This design comes from an exercise in tuning for a short achievable clock period, few clock cycles per item and low power on the open sky130 flow, not from production work.
The RTL was checked by simulation tests, not by an equivalence proof against the original design.

==> flow/design.v (outline; a module is shown in full before it is edited, if it fits) <==
// module PID_controller: 1579 lines
// module pid_fa: 4 lines
// module pid_ha: 4 lines
module PID_controller #(
    parameter W = 16,
    parameter signed MAX_VAL = 32767,
    parameter signed MIN_VAL = -32768
)(
    input logic clk,
    input logic reset_n,
    input  logic signed [W-1:0] s_axi_tdata,
    input  logic s_axi_tvalid,
    output logic s_axi_tready,
    input  logic signed [W-1:0] Kp, Ki, Kd,
    input  logic signed [W-1:0] setpoint,
    output logic [W-1:0] m_axi_tdata,
    output logic m_axi_tvalid,
    input  logic m_axi_tready
);
  // ...
==> flow/run.sh <==
#!/bin/bash
# synth_recipe.tcl (not shown) runs the flow's synth.tcl, then flattens the netlist and writes it again
# the make line also repeats each setting of config.mk as NAME=value (left out here)
make -C /OpenROAD-flow-scripts/flow DESIGN_CONFIG=/design/flow/config.mk WORK_HOME=/design/flow/orfs CLKGATE_MAP_FILE= SYNTH_SCRIPT=/design/flow/synth_recipe.tcl finish
==> flow/config.mk <==
export PLATFORM = sky130hd
export DESIGN_NAME = PID_controller
export DESIGN_NICKNAME = PID_controller
export VERILOG_FILES = /design/flow/design.v
export SDC_FILE = /design/flow/constraint.sdc
export NUM_CORES = 4
export LEC_CHECK = 0
export CAP_MARGIN = 20
export CORE_MARGIN = 2
export CORE_UTILIZATION = 40
export CTS_CLUSTER_DIAMETER = 60
export CTS_CLUSTER_SIZE = 20
export SETUP_SLACK_MARGIN = 4.0
export SLEW_MARGIN = 20
export SYNTH_HIERARCHICAL = 1
export SYNTH_MINIMUM_KEEP_SIZE = 0
==> flow/constraint.sdc <==
create_clock -name core_clock -period 7.5 [get_ports {clk}]
set_input_delay 1.5000 -clock core_clock [delete_from_list [all_inputs] [get_ports {clk}]]
set_output_delay 1.5000 -clock core_clock [all_outputs]
set_load 0.01 [all_outputs]
==> summary.md, run 1 <==
| Metric | Value |
|---|---|
| Status | finished clean |
| Worst Tran Pin Value | 0.930 ns |
| Vias per cell | 5.46 |
| Post-CTS Setup Repair Bufs | 60 |
| RSZ-0062 raised after global routing | true |
| Multi-input comb cells | 2,476 |
| DRC | 0 |
| Syn avg cell area | 11.7 µm² |
| Worst path buffer plus inverter count | 4 |
| Critical path class | reg -> reg |
| Hold Path End | pdy[0] |
| Hold path start | dC[0] |
| Tcrit/Tclk final | 50.7% |
| CTS resizes | 180 |
| Dominant kind of cell | multi-input gates |
| Starting Density | 40.3% |
| Core ar. | 98,100 µm² |
| Commonest non-fill, non-tap cell in the layout | xnor2_1 |
| Synth-to-layout area growth | 14.2% |
| CTS Buf Count | 49 |
| Die area | 101,000 µm² |
| Post-synthesis simple-gate area fraction | 5.23% |
| CTS clk-pin slew, worst paths | 0.07 ns |
| WL final | 103 mm |
| Register area | 13,800 µm² |
| Met2 WL post-DR | 46.8 mm |
| Clk sinks | 492 |
| Share of Yosys cell area claimed by the top area cell type | 26.3% |
| Gpl congestion | 0.889 |
| Ys flop type | edfxtp_1 |
| XOR/XNOR Fraction of Synth Area | 13.1% |
| Horiz. Die Dim | 318 µm |
| Worst endpoint required time | 8.02 ns |
| Final hold slack | 0.425 ns |
| Register area share after synthesis | 34.6% |
Testbench counts, summed over its fixed seeds: cycles 2,432, items 2,400.
==> run 2, diff against run 1 <==
--- a/flow/config.mk
+++ b/flow/config.mk
@@ -8,9 +8,9 @@
 export CAP_MARGIN = 20
 export CORE_MARGIN = 2
 export CORE_UTILIZATION = 40
-export CTS_CLUSTER_DIAMETER = 60
-export CTS_CLUSTER_SIZE = 20
-export SETUP_SLACK_MARGIN = 4.0
+export CTS_CLUSTER_DIAMETER = 70
+export CTS_CLUSTER_SIZE = 25
+export SETUP_SLACK_MARGIN = 3.7
 export SLEW_MARGIN = 20
 export SYNTH_HIERARCHICAL = 1
 export SYNTH_MINIMUM_KEEP_SIZE = 0
==> summary.md, run 2 <==
| Metric | Value |
|---|---|
| Ratio of cells with drive above 1 in the final layout | 8.42% (was 11.7%) |
| Final hold vios | 0 (unchanged) |
| Worst endpoint required time | 7.97 ns (was 8.02 ns) |
| Layout Nets | 4,128 (was 4,175) |
| Vias in the first global route | 25,861 (was 26,205) |
| Most frequent cell after synthesis | xnor2_1 (unchanged) |
| Crit-path slowest cell | fa_1 (unchanged) |
| Inst Count DP | 4,568 (unchanged) |
| Share of Yosys cell area claimed by the top area cell type | 26.3% (unchanged) |
| Die area | 101,000 µm² (unchanged) |
| Status | finished clean (unchanged) |
| Post-route insts no fill | 4,695 (was 4,752) |
| Setup WS pre-CTS | 2.49 ns (was 2.84 ns) |
| Stages on the worst setup path | 12 (was 14) |
| Slew HR | 29.2% (was 38.0%) |
| DRT iter0 DRCs | 2,525 (was 2,207) |
| CP Max Fanout | 8 (was 4) |
| Starting Density | 40.3% (unchanged) |
| FF-to-FF setup slack | 3.67 ns (was 3.69 ns) |
| Remaining antenna violation count | 0 (unchanged) |
| CP max stage delay | 0.51 ns (was 0.53 ns) |
| Htree depth | 2 (unchanged) |
| Pre-antenna DRT Iters | 6 (was 7) |
| Max Slew Vio Count | 0 (unchanged) |
| Critical path class | reg -> reg (unchanged) |
| Hold_buf cts | 0 (unchanged) |
| Dpl hpwl | 72.8 mm (was 72.0 mm) |
| Die height | 318 µm (unchanged) |
| CP cell instances | fa_1 -> ha_2 -> fa_2 -> nand4b_1 -> a311oi_4 -> o21ai_2 -> xor2_4 -> mux2i_4 -> buf_4 -> nand3_4 -> o21ai_1 -> mux2_2 (was fa_1 -> ha_2 -> fa_2 -> nand4b_1 -> a311oi_2 -> o21ai_2 -> xor2_4 -> buf_4 -> buf_6 -> nor3b_4 -> o21ai_4 -> buf_8 -> inv_4 -> mux2_4) |
| Initial antenna violation count | 6 (was 1) |
| Setup crit end kind | register (unchanged) |
| Post-Syn Area | 39,500 µm² (unchanged) |
| Yosys top cell by area | edfxtp_1 (unchanged) |
| Synth-to-layout area growth | 11.5% (was 14.2%) |
| Max Freq | 261 MHz (was 263 MHz) |
| Crit path to | m_axi_tdata[0] (was acc[32]) |
| DR WL/cell | 21.5 µm (was 21.8 µm) |
| CTS Buf Count | 39 (was 49) |
| Top Ports | 102 (unchanged) |
| Register area share after synthesis | 34.6% (unchanged) |
| Gpl congestion | 0.895 (was 0.889) |
| Clk buf depth | 3 (unchanged) |
| Final WS setup | 3.67 ns (was 3.69 ns) |
| Post-synth EDFFs | 346 (unchanged) |
| Accumulated negative setup slack | 0 ns (unchanged) |
| Reg2reg path depth | 12 (was 14) |
| WL final | 101 mm (was 103 mm) |
| Worst path buffer plus inverter count | 1 (was 4) |
| Worst Tran Pin Value | 1.06 ns (was 0.930 ns) |
| Hold WC Path Type | reg -> reg (unchanged) |
| Most frequent cells in the layout | 510 x xnor2_1, 424 x fa_1, 384 x a22oi_1 (was 512 x xnor2_1, 425 x fa_1, 384 x a22oi_1) |
| CTS Root Cell | clkbuf_16 (unchanged) |
| Horiz. Die Dim | 318 µm (unchanged) |
| Commonest non-fill, non-tap cell in the layout | xnor2_1 (unchanged) |
| Top delay family on crit path | adder cells (unchanged) |
| Std-Cell Rows | 115 (unchanged) |
| RSZ-0062 raised after global routing | true (unchanged) |
| Synthesized flop and latch total | 492 (unchanged) |
| Worst EP arrival | 4.29 ns (was 4.32 ns) |
| Asr flop ratio synth | 15.0% (unchanged) |
| CTS clk-pin slew, worst paths | 0.08 ns (was 0.07 ns) |
| FF-to-FF Start | acc[3] (was pdy[3]) |
| Filler cells | 9,033 (was 8,960) |
| PortBufs | 101 (unchanged) |
| Syn avg cell area | 11.7 µm² (unchanged) |
| Vias per cell | 5.47 (was 5.46) |
| Worst-skew pair later-pin latency | 0.62 ns (was 0.65 ns) |
| DRC | 0 (unchanged) |
| Final min period | 3.83 ns (was 3.81 ns) |
| Final setup viols | 0 (unchanged) |
| Tcrit/Tclk final | 51.0% (was 50.7%) |
| Post-synthesis cell count | 3,378 (unchanged) |
| CTS tree | done (unchanged) |
| Skew final | 0.0428 ns (was 0.0324 ns) |
| Capture point of the worst reg-to-reg path | m_axi_tdata[0] (was acc[32]) |
| Top post-synthesis cells by count | 512 x xnor2_1, 431 x fa_1, 384 x a22oi_1 (unchanged) |
| GR Overflow Total | 0 (unchanged) |
| Clk sinks | 492 (unchanged) |
| Core ar. | 98,100 µm² (unchanged) |
| CP startpoint | acc[3] (was pdy[3]) |
| Syn. warnings | 7 (unchanged) |
| Ys flop type | edfxtp_1 (unchanged) |
| Pin count of the biggest net entering global routing | 124 (was 111) |
| Total GRT Usage | 19.6% (was 20.3%) |
| Fin util | 44.9% (was 46.0%) |
| Critical path launch point type | register (unchanged) |
| First-pass GRT wire length | 156 mm (was 160 mm) |
| Max cap viols | 0 (unchanged) |
| Synth area leaders | edfxtp_1 26%, fa_1 22%, xnor2_1 11%, ha_1 7.5%, a22oi_1 7.3% (unchanged) |
| Yosys cell types | 75 (unchanged) |
| Total number of vias | 25,670 (was 25,966) |
==> run 2: changes by cell type in the layout (fill, tap and decap cells not counted), moves of 14 or more <==
| cell | delta |
|---|---|
| buf_12 | -16 |
| dfxtp_1 | +30 |
| dfxtp_2 | -16 |
| dfxtp_4 | -14 |
| nand2_1 | +17 |
| o21ai_0 | +16 |
| o21ai_2 | -16 |
==> run 2: timing repair <==
action | in CTS | in global routing
cloned | 1 | 4
gates resized for setup | 19 | 123
setup buffers | 33 | 17
setup endpoints to repair | 113 | 110
endpoints found under the hold margin | 0 | 0
pin swaps | 13 | 35
==> run 2: final cells by class <==
cell class / instances / area, µm² / share of cell area, %
multi-input cells: 2477 / 24700 / 56.1
flip-flops and latches: 492 / 13700 / 31.1
repair buffers: 196 / 1890 / 4.28
well taps: 1287 / 1610 / 3.65
clock buffers: 42 / 1010 / 2.29
inverters: 171 / 657 / 1.49
clock inverters: 29 / 463 / 1.05
diodes: 1 / 2.50 / 0.00568
==> run 2: worst reg2reg max path: cells and delay by family, from the launching register on <==
family                   cells  cell delay, ns
flip-flops                   1            0.41
adder cells (fa/ha/maj)      3            1.06
XOR/XNOR                     1            0.26
buffers and inverters        1            0.19
multiplexers                 2            0.54
AND/OR/NAND/NOR              2            0.46
AO/OA/AOI/OAI                3            0.78
==> run 2: routing by layer <==
layer / track usage, % / wire, µm / vias up
li1: - / - / 11739
met1: 28.4 / 45700 / 12894
met2: 31.2 / 46800 / 888
met3: 2.54 / 6140 / 145
met4: 4.80 / 2400 / 4
met5: 0 / 27 / -
==> run 2: kinds of logic (layout without fill, tap and decap cells) <==
family,after synthesis,count (layout),synth area share (%)
other,1,27,0.00949
muxes,16,16,0.472
adders and majority gates,667,667,29.3
xor gates and xnor gates,591,591,13.1
buffers and inverters,435,438,4.14
DFF,492,492,34.6
and+or+nand+nor,419,420,5.23
AOI/OAI and AO/OA,757,757,13.1
==> run 2: per-module statistics from Yosys, one instance, submodules excluded <==
module	flops+latches	copies in the design	cell area, µm²
pid_ha	0	73	12.5
pid_fa	0	405	20.0
PID_controller	492	1	30500
==> run 2: worst min-delay path by stage <==
stage	start	end	slack [ns]	depth (start not counted)
after CTS	dC[0]	pdy[0]	0.43	0
after global placement	dC[0]	pdy[0]	0.41	0
after global routing	dC[0]	pdy[0]	0.44	0
final	dC[0]	pdy[0]	0.42	0
after floorplan	dC[0]	pdy[0]	0.40	0
after detailed placement	dC[0]	pdy[0]	0.40	0
==> run 2: stage by stage <==
stage | hold WS, ns | cell area [µm²]
final | 0.425 | 44100
after global routing | 0.445 | 44100
after CTS | 0.425 | 43400
after detailed placement | 0.405 | 41600
after global placement | 0.413 | 41600
after floorplan | 0.400 | 39600
==> run 3, diff against run 2 <==
--- a/flow/config.mk
+++ b/flow/config.mk
@@ -7,9 +7,10 @@
 export LEC_CHECK = 0
 export CAP_MARGIN = 20
 export CORE_MARGIN = 2
-export CORE_UTILIZATION = 40
+export CORE_UTILIZATION = 65
 export CTS_CLUSTER_DIAMETER = 70
 export CTS_CLUSTER_SIZE = 25
+export PLACE_DENSITY = 0.85
 export SETUP_SLACK_MARGIN = 3.7
 export SLEW_MARGIN = 20
 export SYNTH_HIERARCHICAL = 1
==> summary.md, run 3 <==
| Metric | Value |
|---|---|
| Status | finished clean (unchanged) |
| Register area share after synthesis | 34.6% (unchanged) |
| DR WL/cell | 24.2 µm (was 21.5 µm) |
| Die area | 62,800 µm² (was 101,000 µm²) |
| Total number of vias | 27,219 (was 25,670) |
| Met3 WL | 9.96 mm (was 6.14 mm) |
| Skew final | 0.0329 ns (was 0.0428 ns) |
| Layout Nets | 4,093 (was 4,128) |
| GR Overflow Total | 0 (unchanged) |
| DRC | 0 (unchanged) |
| Reg2reg path depth | 12 (unchanged) |
| Share of Yosys cell area claimed by the top area cell type | 26.3% (unchanged) |
| Filler cells | 4,039 (was 9,033) |
| Syn avg cell area | 11.7 µm² (unchanged) |
| Worst-skew pair later-pin latency | 0.60 ns (was 0.62 ns) |
| Hold_buf cts | 0 (unchanged) |
| Horiz. Die Dim | 251 µm (was 318 µm) |
| Worst Hold Depth | 0 (unchanged) |
| Pre-antenna DRT Iters | 6 (unchanged) |
| Slew HR | 24.1% (was 29.2%) |
| Final hold vios | 0 (unchanged) |
| First-pass GRT wire length | 157 mm (was 156 mm) |
| Synthesized flop and latch total | 492 (unchanged) |
| Pin count of the biggest net entering global routing | 154 (was 124) |
| Routed met1 length | 38.6 mm (was 45.7 mm) |
| CTS tree | done (unchanged) |
| Post-Syn Area | 39,500 µm² (unchanged) |
| CTS Buf Count | 36 (was 39) |
| Die height | 251 µm (was 318 µm) |
| Asr flop ratio synth | 15.0% (unchanged) |
| Hold WC Path Type | reg -> reg (unchanged) |
| Hold Path End | pdy[0] (unchanged) |
| Area post-placement | 40,900 µm² (was 41,600 µm²) |
| Clk sinks | 492 (unchanged) |
| CP Max Fanout | 9 (was 8) |
| FF-to-FF Start | acc[2] (was acc[3]) |
| WL final | 101 mm (about the same) |
| Most frequent cell after synthesis | xnor2_1 (unchanged) |
| Most frequent cells in the layout | 512 x xnor2_1, 427 x fa_1, 384 x a22oi_1 (was 510 x xnor2_1, 424 x fa_1, 384 x a22oi_1) |
| Final min period | 3.84 ns (was 3.83 ns) |
| Htree depth | 2 (unchanged) |
| Starting Density | 65.6% (was 40.3%) |
| Post-synthesis cell count | 3,378 (unchanged) |
| Post-synth EDFFs | 346 (unchanged) |
| Ys flop type | edfxtp_1 (unchanged) |
| Synth area leaders | edfxtp_1 26%, fa_1 22%, xnor2_1 11%, ha_1 7.5%, a22oi_1 7.3% (unchanged) |
| Worst endpoint required time | 7.86 ns (was 7.97 ns) |
| Top post-synthesis cells by count | 512 x xnor2_1, 431 x fa_1, 384 x a22oi_1 (unchanged) |
| Vias in the first global route | 28,287 (was 25,861) |
| FF-to-FF setup slack | 3.66 ns (was 3.67 ns) |
| Total GRT Usage | 32.3% (was 19.6%) |
| PortBufs | 101 (unchanged) |
| Post-route insts no fill | 4,152 (was 4,695) |
| Dpl hpwl | 73.2 mm (was 72.8 mm) |
| Highest metal used | met5 (unchanged) |
| Max Slew Vio Count | 0 (unchanged) |
| Worst EP arrival | 4.20 ns (was 4.29 ns) |
| Inst Count DP | 4,056 (was 4,568) |
| # diodes | 0 (was 1) |
| Met2 WL post-DR | 47.7 mm (was 46.8 mm) |
| Accumulated negative setup slack | 0 ns (unchanged) |
| Std-Cell Rows | 90 (was 115) |
| Max Freq | 260 MHz (was 261 MHz) |
| CTS clk-pin slew, worst paths | 0.10 ns (was 0.08 ns) |
| Tcrit/Tclk final | 51.2% (was 51.0%) |
| Setup crit end kind | register (unchanged) |
| Commonest non-fill, non-tap cell in the layout | xnor2_1 (unchanged) |
| Critical path class | reg -> reg (unchanged) |
| Top Ports | 102 (unchanged) |
| Final setup viols | 0 (unchanged) |
| Core ar. | 60,200 µm² (was 98,100 µm²) |
| CTS Root Cell | clkbuf_16 (unchanged) |
| DRT iter0 DRCs | 3,219 (was 2,525) |
| Remaining antenna violation count | 0 (unchanged) |
| Yosys cell types | 75 (unchanged) |
| Design area | 42,800 µm² (was 44,100 µm²) |
| CP startpoint | acc[2] (was acc[3]) |
| Hold path start | dC[0] (unchanged) |
| Synth-to-layout area growth | 8.22% (was 11.5%) |
| Syn. warnings | 7 (unchanged) |
| Ratio of cells with drive above 1 in the final layout | 7.21% (was 8.42%) |
| Capture point of the worst reg-to-reg path | m_axi_tdata[15] (was m_axi_tdata[0]) |
| RSZ-0062 raised after global routing | true (unchanged) |
| Initial antenna violation count | 1 (was 6) |
| Vias per cell | 6.56 (was 5.47) |
| Gpl congestion | 0.947 (was 0.895) |
| Worst Tran Pin Value | 1.14 ns (was 1.06 ns) |
| Max cap viols | 0 (unchanged) |
| Yosys top cell by area | edfxtp_1 (unchanged) |
| Clk buf depth | 3 (unchanged) |
| Critical path launch point type | register (unchanged) |
-- run 3: repair_timing --
item / in CTS / in global routing
gates cloned: 2 / 0
pin swaps: 9 / 25
gates resized for setup: 31 / 67
setup buffers: 15 / 12
setup endpoints to repair: 95 / 112
-- run 3: how the worst max path moves through the flow --
stage	end	slack [ns]	cells past startpoint
2_1_floorplan	m_axi_tdata[15]	3.71	11
3_5_place_dp	m_axi_tdata[5]	2.67	11
6_report	m_axi_tdata[15]	3.66	12
3_3_place_gp	m_axi_tdata[13]	2.84	11
5_1_grt	m_axi_tdata[15]	3.50	11
4_1_cts	m_axi_tdata[4]	3.71	13
-- run 3: per-module statistics from Yosys (local to each module, per instance) --
module	cells	flops+latches	cell area (µm²)	times used
pid_fa	1	0	20.0	405
pid_ha	1	0	12.5	73
PID_controller	2900	492	30500	1
-- run 3: critical path, cell delays in order (launching register included) --
cell and delay [ns]:
dfrtp_1 0.43, fa_1 0.57, inv_1 0.07, ha_1 0.34, nand3_1 0.15, nand4b_1 0.19
a311oi_2 0.45, o21ai_2 0.14, xor2_4 0.28, mux2i_4 0.41, buf_6 0.19, nand4_1 0.18
o211a_1 0.23
-- run 3: metrics by stage --
| step | utilization, % | hold slack, ns | worst slack [ns] |
|---|---|---|---|
| 6_report | 71.0 | 0.443 | 3.66 |
| 5_1_grt | 71.0 | 0.452 | 3.50 |
| 4_1_cts | 70.4 | 0.442 | 3.71 |
| 3_5_place_dp | 67.9 | 0.418 | 2.67 |
| 3_3_place_gp | 67.8 | 0.409 | 2.84 |
| 2_1_floorplan | - | 0.400 | 3.71 |
-- run 3: kinds of logic after synthesis --
kind of cell,share of synthesized area [%]
muxes,0.472
xor gates and xnor gates,13.1
other,0.00949
and+or+nand+nor,5.23
AOI/OAI and AO/OA,13.1
buffers and inverters,4.14
DFF,34.6
adders and majority gates,29.3
-- run 3: layer usage --
layer / track usage, % / vias up
li1: - / 11679
met1: 43.2 / 13571
met3: 6.13 / 286
met5: 0 / -
met2: 52.3 / 1681
met4: 13.7 / 2
-- run 3: cell type report --
class,count,area (µm²),share of cell area [%]
clock buffers,39,933,2.18
clock inverters,27,344,0.805
inverters,171,653,1.53
multi-input cells,2477,24600,57.4
flip-flops and latches,492,13700,32.1
well taps,782,978,2.29
repair buffers,164,1550,3.63
==> run 4, diff against run 3 <==
--- a/flow/config.mk
+++ b/flow/config.mk
@@ -7,10 +7,10 @@
 export LEC_CHECK = 0
 export CAP_MARGIN = 20
 export CORE_MARGIN = 2
-export CORE_UTILIZATION = 65
+export CORE_UTILIZATION = 55
 export CTS_CLUSTER_DIAMETER = 70
 export CTS_CLUSTER_SIZE = 25
-export PLACE_DENSITY = 0.85
+export PLACE_DENSITY = 0.75
 export SETUP_SLACK_MARGIN = 3.7
 export SLEW_MARGIN = 20
 export SYNTH_HIERARCHICAL = 1
==> summary.md, run 4 <==
| Metric | Value |
|---|---|
| Status | finished clean (unchanged) |
| First-pass GRT wire length | 152 mm (was 157 mm) |
| Register area share after synthesis | 34.6% (unchanged) |
| Critical path class | reg -> reg (unchanged) |
| CP cell instances | fa_1 -> inv_1 -> ha_1 -> nand3_1 -> nor2_1 -> a311oi_4 -> nor4_2 -> o211ai_1 -> a211o_1 -> a31o_4 -> nand3_4 -> o21ai_1 -> mux2_2 (was fa_1 -> inv_1 -> ha_1 -> nand3_1 -> nand4b_1 -> a311oi_2 -> o21ai_2 -> xor2_4 -> mux2i_4 -> buf_6 -> nand4_1 -> o211a_1) |
| Remaining antenna violation count | 0 (unchanged) |
| Post-synthesis compound-gate area fraction | 13.1% (unchanged) |
| Final hold vios | 0 (unchanged) |
| Gpl congestion | 0.904 (was 0.947) |
| Syn. warnings | 7 (unchanged) |
| Syn avg cell area | 11.7 µm² (unchanged) |
| Final WS setup | 3.69 ns (was 3.66 ns) |
| Hold_buf cts | 0 (unchanged) |
| Asr flop ratio synth | 15.0% (unchanged) |
| Dpl hpwl | 69.4 mm (was 73.2 mm) |
| CP max stage delay | 0.58 ns (was 0.57 ns) |
| Max Freq | 262 MHz (was 260 MHz) |
| GR Overflow Total | 0 (unchanged) |
| Fin util | 60.4% (was 71.0%) |
| Die area | 74,000 µm² (was 62,800 µm²) |
| DRC | 0 (unchanged) |
| Yosys cell types | 75 (unchanged) |
| Crit-path slowest cell | fa_1 (unchanged) |
| Setup crit end kind | register (unchanged) |
| Worst-skew pair later-pin latency | 0.58 ns (was 0.60 ns) |
| Largest family of logic cells by synthesized area | adder cells (unchanged) |
| Pin count of the biggest net entering global routing | 122 (was 154) |
| Synth-to-layout area growth | 9.03% (was 8.22%) |
| Core ar. | 71,400 µm² (was 60,200 µm²) |
| CTS Buf Count | 36 (unchanged) |
| Share of Yosys cell area claimed by the top area cell type | 26.3% (unchanged) |
| Ys flop type | edfxtp_1 (unchanged) |
| Vias in the first global route | 27,113 (was 28,287) |
| Vias per cell | 6.11 (was 6.56) |
| CP Max Fanout | 8 (was 9) |
| Slew HR | 39.2% (was 24.1%) |
| Worst path buffer plus inverter count | 1 (was 2) |
| Post-synthesis simple-gate area fraction | 5.23% (unchanged) |
| WL final | 96.0 mm (was 101 mm) |
| Pre-antenna DRT Iters | 6 (unchanged) |
| Top delay family on crit path | compound AO/OA/AOI/OAI gates (was adder cells) |
| Die height | 272 µm (was 251 µm) |
| Setup WS pre-CTS | 2.73 ns (was 2.67 ns) |
| Post-Synth Adder-Cell Area | 29.3% (unchanged) |
| Htree depth | 2 (unchanged) |
| Post-synth EDFFs | 346 (unchanged) |
| Initial antenna violation count | 2 (was 1) |
| Post-Syn Area | 39,500 µm² (unchanged) |
| # diodes | 0 (unchanged) |
| Clk buf depth | 3 (unchanged) |
| Worst EP arrival | 4.13 ns (was 4.20 ns) |
| Tcrit/Tclk final | 50.8% (was 51.2%) |
| XOR/XNOR Fraction of Synth Area | 13.1% (unchanged) |
| Most frequent cell after synthesis | xnor2_1 (unchanged) |
| Final setup viols | 0 (unchanged) |
| Max cap viols | 0 (unchanged) |
| CTS tree | done (unchanged) |
| RSZ-0062 raised after global routing | true (unchanged) |
| CTS Root Cell | clkbuf_16 (unchanged) |
| Total GRT Usage | 26.1% (was 32.3%) |
| Layout Nets | 4,106 (was 4,093) |
| Hold WC Path Type | reg -> reg (unchanged) |
| DRT iter0 DRCs | 2,718 (was 3,219) |
| Std-Cell Rows | 98 (was 90) |
| Total number of vias | 26,490 (was 27,219) |
| Synth area leaders | edfxtp_1 26%, fa_1 22%, xnor2_1 11%, ha_1 7.5%, a22oi_1 7.3% (unchanged) |
| CTS clk-pin slew, worst paths | 0.09 ns (was 0.10 ns) |
| Skew final | 0.0278 ns (was 0.0329 ns) |
| Post-synthesis cell count | 3,378 (unchanged) |
| Horiz. Die Dim | 272 µm (was 251 µm) |
| Starting Density | 55.4% (was 65.6%) |
| Most frequent cells in the layout | 512 x xnor2_1, 428 x fa_1, 384 x a22oi_1 (was 512 x xnor2_1, 427 x fa_1, 384 x a22oi_1) |
| Critical path launch point type | register (unchanged) |
| Area post-placement | 41,200 µm² (was 40,900 µm²) |
| Commonest non-fill, non-tap cell in the layout | xnor2_1 (unchanged) |
| Post-synthesis mux area share | 0.472% (unchanged) |
| Clk sinks | 492 (unchanged) |
| Worst endpoint required time | 7.82 ns (was 7.86 ns) |
| DR WL/cell | 22.2 µm (was 24.2 µm) |
| Design area | 43,100 µm² (was 42,800 µm²) |
| PortBufs | 101 (unchanged) |
| Final min period | 3.81 ns (was 3.84 ns) |
| Ratio of cells with drive above 1 in the final layout | 7.13% (was 7.21%) |
| Accumulated negative setup slack | 0 ns (unchanged) |
| Max Slew Vio Count | 0 (unchanged) |
| Synthesized flop and latch total | 492 (unchanged) |
| Top Ports | 102 (unchanged) |
| Yosys top cell by area | edfxtp_1 (unchanged) |
| Top post-synthesis cells by count | 512 x xnor2_1, 431 x fa_1, 384 x a22oi_1 (unchanged) |
| Worst Tran Pin Value | 0.912 ns (was 1.14 ns) |
## run 4: path summary, 6_finish.rpt
path                              start             end  slack (ns)  cells past startpoint
worst max-delay path            acc[11]  m_axi_tdata[7]        3.69                     13
worst min-delay path              dC[0]          pdy[0]        0.45                      0
worst max register to register  acc[11]  m_axi_tdata[7]        3.69                     13
worst min register to register    dC[0]          pdy[0]        0.45                      0
max in group asynchronous       reset_n          acc[1]        5.49                      2
min in group asynchronous       reset_n          e1[14]        0.91                      1
## run 4: per-stage QoR
stage          hold slack (ns)  instances
6_report                 0.448       4332
5_1_grt                  0.459       4332
4_1_cts                  0.445       4318
3_5_place_dp             0.423       4233
3_3_place_gp             0.409       4232
2_1_floorplan            0.400       3403
## run 4: metal layers
metal,share of wire [%],GRT usage (%),vias up
met4,3.2,8.46,4
li1,-,-,11706
met5,0.028,0,-
met3,9.1,4.73,211
met1,41,36.5,13237
met2,47,41.7,1332
## run 4: area by class of cell
class,count,area (µm²)
inverter,171,649
clock inverter,26,380
tap,950,1190
multi-input combinational,2477,24500
clock buffer,39,943
fill,5668,28300
sequential,492,13700
timing repair buffer,177,1670
## run 4: Yosys stat by module (local to each module, per instance)
| module | cells | cell area (µm²) | times used | flip-flops and latches |
|---|---|---|---|---|
| pid_ha | 1 | 12.5 | 73 | 0 |
| PID_controller | 2900 | 30500 | 1 | 492 |
| pid_fa | 1 | 20.0 | 405 | 0 |
## run 4: what timing repair did
| item | in CTS | in global routing |
|---|---|---|
| setup buffers | 19 | 12 |
| gates cloned | 1 | 1 |
| resized for setup | 25 | 65 |
| pin swaps | 9 | 26 |
| endpoints found under the setup margin | 85 | 78 |
## run 4: cells by family after synthesis
logic type,after synthesis
DFF,492
adders and majority gates,667
buffers and inverters,435
xor gates and xnor gates,591
AOI/OAI and AO/OA,757
and+or+nand+nor,419
other,1
muxes,16

## afterwards: timing with drivers on the ports
Ports are ideal in the flow. The routed layouts listed here were re-timed in OpenROAD.
Step 1, drivers: a clkbuf_16 drives clk and a buf_2 each remaining input, both assumed.
Step 2 times the ports against the registers' clock, not the clock port: input delays grow and output delays shrink by t, the midpoint of the rising clock arrivals with the driver on.
Slacks: no drivers / after step 1 / after step 2; pairs: no drivers / after step 1.
| run | t (ns) | slack for setup (ns) | worst hold slack (ns) | cell pins on the clock port's net |
|---|---|---|---|---|
| run 1 | 0.702 | 3.695 / 3.695 / 3.418 | 0.425 / 0.425 / 0.425 | 1 |
| run 2 | 0.672 | 3.671 / 3.671 / 3.099 | 0.425 / 0.425 / 0.425 | 1 |
| run 3 | 0.641 | 3.658 / 3.658 / 3.126 | 0.443 / 0.443 / 0.443 | 1 |
| run 4 | 0.639 | 3.690 / 3.690 / 3.182 | 0.448 / 0.448 / 0.448 | 1 |
After both steps every run listed still meets setup and hold. The setup slack of run 2, which loses most, moves by 0.000 ns with the drivers and by -0.572 ns with both steps.
